Background: an optimization exercise with open tools, aiming at small area, a short achievable clock period and few clock cycles per item. Do not read the settings as production practice. Function was checked by simulation only, so behaviour that the tests miss may differ from the original.

Design ifft_top, start of the top module:
module ifft_top (
    input  wire        clk,
    input  wire        rst,
    input  wire        ifft_enable,
    input  wire [15:0] in_0_real,
    input  wire [15:0] in_1_real,
    input  wire [15:0] in_2_real,
    input  wire [15:0] in_3_real,
    input  wire [15:0] in_4_real,
    input  wire [15:0] in_5_real,
    input  wire [15:0] in_6_real,
    input  wire [15:0] in_7_real,
    input  wire [15:0] in_8_real,
    input  wire [15:0] in_9_real,
    input  wire [15:0] in_10_real,
    input  wire [15:0] in_11_real,
    input  wire [15:0] in_0_imag,
    input  wire [15:0] in_1_imag,
    input  wire [15:0] in_2_imag,
    input  wire [15:0] in_3_imag,
    input  wire [15:0] in_4_imag,
    input  wire [15:0] in_5_imag,
    input  wire [15:0] in_6_imag,
    input  wire [15:0] in_7_imag,
    input  wire [15:0] in_8_imag,
    input  wire [15:0] in_9_imag,
    input  wire [15:0] in_10_imag,
    input  wire [15:0] in_11_imag,
    output wire [15:0] ifft_out_real,
  ...
clock: 13.6 ns
lec_check: 0
cap_margin: 20
core_margin: 2
core_utilization: 40
slew_margin: 20
run.sh (not shown) runs the stock make flow with config.mk's settings and CLKGATE_MAP_FILE= SYNTH_SCRIPT=/design/flow/synth_recipe.tcl, a recipe that flattens the netlist after the stock synthesis.
The first run produced a clean layout.
Testbench counts at the start, summed over its fixed seeds: cycles 10,752, items 512.
==> next run, changes <==
--- a/flow/design.v
+++ b/flow/design.v
@@ -64,35 +64,28 @@
       5'd10: modeN = M_J;  5'd11: modeN = M_T1; 5'd12: modeN = M_T3;
       default: modeN = M_ID;
     endcase
   end
   wire [1:0] kn = tn[1:0];                  
   reg  [2:0] modeA, modeA2;
   reg        r0A, r1A, r2A, r3A;            
-  reg        r1Ap, r2Ap, r3Ap, r1Ai, r2Ai, r3Ai;
   reg        r2B1, r2B2, r2C;               
   reg  [3:1] weB1, weB2, weC;               
   reg        n8, sw4, n4r, n4i;             
   reg  [3:1] weG;                           
   reg        bp2;                           
   reg        bl, bp3;                       
   reg        rot, n0, n1, n2, n3;           
   always @(posedge clk) begin
     modeA  <= modeN;
     modeA2 <= modeA;
     r0A  <= (tn >= 5'd1)  & (tn <= 5'd2);
     r1A  <= (tn >= 5'd3)  & (tn <= 5'd5);
     r2A  <= (tn >= 5'd6)  & (tn <= 5'd8);
     r3A  <= (tn >= 5'd10) & (tn <= 5'd12);
-    r1Ap <= (tn >= 5'd2)  & (tn <= 5'd4);
-    r2Ap <= (tn >= 5'd5)  & (tn <= 5'd7);
-    r3Ap <= (tn >= 5'd9)  & (tn <= 5'd11);
-    r1Ai <= r1Ap;
-    r2Ai <= r2Ap;
-    r3Ai <= r3Ap;
     r2B1 <= (tn >= 5'd7)  & (tn <= 5'd9);
     r2B2 <= r2B1;
     r2C  <= r2B2;
     weB1[1] <= (tn == 5'd2) | (tn == 5'd8)  | (tn == 5'd12);
     weB1[2] <= (tn == 5'd7) | (tn == 5'd11);
     weB1[3] <= (tn == 5'd3) | (tn == 5'd9)  | (tn == 5'd13);
     weB2 <= weB1;
@@ -140,27 +133,27 @@
   reg  [15:0] zr[0:3], zi[0:3];
   always @(posedge clk) begin
     zr[0] <= gv_r; zi[0] <= gv_i;
     for (i = 1; i < 4; i = i + 1) begin
       zr[i] <= zr[i-1]; zi[i] <= zi[i-1];
     end
   end
-  wire        subA = r1A | r3A, subAi = r1Ai | r3Ai;
-  wire [15:0] uopr = r3A  ? {zr[3][14:0], 1'b0} : ar[0];
-  wire [15:0] uopi = r3Ai ? {zi[3][14:0], 1'b0} : ai[0];
-  wire [15:0] wopr = (r3A  ? zr[0] : cr[0]) ^ {16{subA}};
-  wire [15:0] wopi = (r3Ai ? zi[0] : ci[0]) ^ {16{subAi}};
+  wire        subA = r1A | r3A;
+  wire [15:0] uopr = r3A ? {zr[3][14:0], 1'b0} : ar[0];
+  wire [15:0] uopi = r3A ? {zi[3][14:0], 1'b0} : ai[0];
+  wire [15:0] wopr = (r3A ? zr[0] : cr[0]) ^ {16{subA}};
+  wire [15:0] wopi = (r3A ? zi[0] : ci[0]) ^ {16{subA}};
   wire [15:0] vopr = r0A ? ~br[0] : 16'd0, vopi = r0A ? ~bi[0] : 16'd0;
   wire [15:0] pre_r, pre_i;
   ifft_add3 #(16) u_prr (uopr, wopr, vopr, r0A, subA, pre_r);
-  ifft_add3 #(16) u_pri (uopi, wopi, vopi, r0A, subAi, pre_i);
+  ifft_add3 #(16) u_pri (uopi, wopi, vopi, r0A, subA, pre_i);
   reg  [15:0] PBr, PBi;
   always @(posedge clk) begin
     PBr <= r2A ? br[0] : pre_r;
-    PBi <= r2Ai ? bi[0] : pre_i;
+    PBi <= r2A ? bi[0] : pre_i;
   end
   reg [4:0]  cre, cim;
   reg        hs;
   always @(*) begin
     case (modeA2)
       M_W1:    begin cre = 5'b00_11_0; cim = 5'b10_00_0; hs = 1'b0; end
       M_W3:    begin cre = 5'b11_00_0; cim = 5'b00_10_0; hs = 1'b0; end
Outcome: Routed wire length goes up slightly; area after synthesis grows slightly; utilization goes up by 0.20 points; register-to-register slack loses 0.05 ns.
Testbench counts after the change, summed over its fixed seeds: cycles 10,752, items 512.

========
ifft_top, a different RTL version from the one above (not shown whole).
Size: ~64000 um^2 of cells after synthesis.
==> flow/design.v (excerpt) <==
module ifft_top (
    input  wire        clk,
    input  wire        rst,
    input  wire        ifft_enable,
    input  wire [15:0] in_0_real,
    input  wire [15:0] in_1_real,
    input  wire [15:0] in_2_real,
    input  wire [15:0] in_3_real,
    input  wire [15:0] in_4_real,
    input  wire [15:0] in_5_real,
    input  wire [15:0] in_6_real,
    input  wire [15:0] in_7_real,
    input  wire [15:0] in_8_real,
    input  wire [15:0] in_9_real,
    input  wire [15:0] in_10_real,
    input  wire [15:0] in_11_real,
    input  wire [15:0] in_0_imag,
    input  wire [15:0] in_1_imag,
    input  wire [15:0] in_2_imag,
    input  wire [15:0] in_3_imag,
    input  wire [15:0] in_4_imag,
    input  wire [15:0] in_5_imag,
    input  wire [15:0] in_6_imag,
    input  wire [15:0] in_7_imag,
    input  wire [15:0] in_8_imag,
    input  wire [15:0] in_9_imag,
    input  wire [15:0] in_10_imag,
    input  wire [15:0] in_11_imag,
    output wire [15:0] ifft_out_real,
    output wire [15:0] ifft_out_imag,
    output wire        finish
);
==> flow/config.mk <==
export PLATFORM = sky130hd
export DESIGN_NAME = ifft_top
export DESIGN_NICKNAME = ifft_top
export VERILOG_FILES = /design/flow/design.v
export SDC_FILE = /design/flow/constraint.sdc
export NUM_CORES = 4
export LEC_CHECK = 0
export CAP_MARGIN = 20
export CORE_MARGIN = 2
export CORE_UTILIZATION = 60
export PLACE_DENSITY = 0.8
export SLEW_MARGIN = 20
==> flow/constraint.sdc <==
create_clock -name core_clock -period 13.6 [get_ports {clk}]
set_input_delay 2.7200 -clock core_clock [delete_from_list [all_inputs] [get_ports {clk}]]
set_output_delay 2.7200 -clock core_clock [all_outputs]
set_load 0.01 [all_outputs]
Testbench counts at the start, summed over its fixed seeds: cycles 10,752, items 512.
Change:
--- a/flow/design.v
+++ b/flow/design.v
@@ -175,49 +175,44 @@
       M_W3:    begin cre = 5'b11_00_0; cim = 5'b00_10_0; hs = 1'b0; end
       M_W5:    begin cre = 5'b11_01_1; cim = 5'b00_11_1; hs = 1'b0; end
       M_W7:    begin cre = 5'b01_11_1; cim = 5'b11_00_1; hs = 1'b0; end
       M_T1:    begin cre = 5'b00_11_0; cim = 5'b10_00_0; hs = 1'b1; end
       default: begin cre = 5'b01_11_1; cim = 5'b00_11_1; hs = 1'b1; end  
     endcase
   end
   wire byA2 = (modeA2 == M_ID) | (modeA2 == M_J);
   wire jA2  = (modeA2 == M_J);
-  reg [15:0] XRr, YRr, XRi, YRi;
-  reg        zcr, zyr, zci, zyi;
+  reg [15:0] XRr, YRr, ZRr, XRi, YRi, ZRi;
   reg        hsB, byB, byC;
   reg        hq2, hsB2, hq1, hq1b, hsB3, hsB4;
   always @(posedge clk) begin
     hq2  <= (modeA == M_T1) | (modeA == M_T3);
     hsB2 <= hq2;
     hq1  <= (modeN == M_T1) | (modeN == M_T3);
     hq1b <= hq1;
     hsB3 <= hq1b;
     hsB4 <= (tn == 5'd3) | (tn == 5'd4) | (tn == 5'd5) | (tn == 5'd8) | (tn == 5'd13) | (tn == 5'd14);
   end
   reg [3:0]  kreB, kimB, kreC, kimC;    
   always @(posedge clk) begin
     XRr <= byA2 ? (jA2 ? -PBi : PBr) : (cre[4] ? PBi : PBr) ^ {16{cre[3]}};
     YRr <= (cre[2] ? PBi : PBr) ^ {16{cre[1]}};
-    zcr <= cre[0];
-    zyr <= (modeA2 == M_W5);
+    ZRr <= cre[0] ? ~PBr : 16'd0;
     XRi <= byA2 ? (jA2 ? PBr : PBi) : (cim[4] ? PBi : PBr) ^ {16{cim[3]}};
     YRi <= (cim[2] ? PBi : PBr) ^ {16{cim[1]}};
-    zci <= cim[0];
-    zyi <= (modeA2 == M_W5) | (modeA2 == M_T3);
+    ZRi <= cim[0] ? ~PBi : 16'd0;
     hsB  <= hs;
     byB  <= byA2;
     byC  <= byB;
     kreB <= {hs, cre[3], cre[1], cre[0]}; kimB <= {hs, cim[3], cim[1], cim[0]};
     kreC <= kreB; kimC <= kimB;
   end
   wire [25:0] s_re, c_re, s_im, c_im;
-  wire [15:0] ZRr = (zyr ? YRr : XRr) & {16{zcr}};
-  wire [15:0] ZRi = (zyi ? YRi : XRi) & {16{zci}};
   ifft_tw_comp u_re (.x(XRr), .y(YRr), .z(ZRr), .hx(hsB), .hy(hsB2), .s(s_re), .c(c_re));
   ifft_tw_comp u_im (.x(XRi), .y(YRi), .z(ZRi), .hx(hsB3), .hy(hsB4), .s(s_im), .c(c_im));
   reg  [25:0] SRr, CRr, SRi, CRi;
   always @(posedge clk) begin
     SRr <= byB ? {XRr, 10'd0} : s_re;  CRr <= byB ? 26'd0 : c_re;
     SRi <= byB ? {XRi, 10'd0} : s_im;  CRi <= byB ? 26'd0 : c_im;
   end
   reg  [25:0] kpr, kpi;
   always @(*) begin
Result:
- area after synthesis is about the same
- sequential share of layout area is higher by 0.76 points
- design area is about the same
- register-to-register slack stays flat
- final cell count is lower by 0.34%
- hold slack got worse by 0.022 ns
- critical path depth does not change
- routed wire length is lower by about 7%
- via count is lower by 2.4%
- non-clock buffer count is higher by 6
- clock-buffer cell count is higher by 13
Testbench counts after the change, summed over its fixed seeds: cycles 10,752, items 512.

## separate check: timing with driven ports
No port has a modelled driver above. Below, the same layouts with a new extraction and two added sets of constraints. Step 1 assumes that a clkbuf_16 drives the clock port and a buf_2 every other input. Step 2, shift: input delay + t, output delay - t, t = (earliest + latest rising clock arrival at the registers) / 2. This alone moves slack from input paths to output paths. Three values: ideal, step 1, step 2; two values: the first two.
run	t, ns	setup WS [ns]	pins driven straight from the clock port
the first run of note 1	0.808	8.796 / 8.796 / 8.796	1
the second run of note 1	0.810	8.746 / 8.746 / 8.746	1
the first run of note 2	0.795	9.025 / 9.025 / 9.025	1
the second run of note 2	0.794	9.024 / 9.024 / 9.024	1
After both steps setup and hold are still met in every run listed.
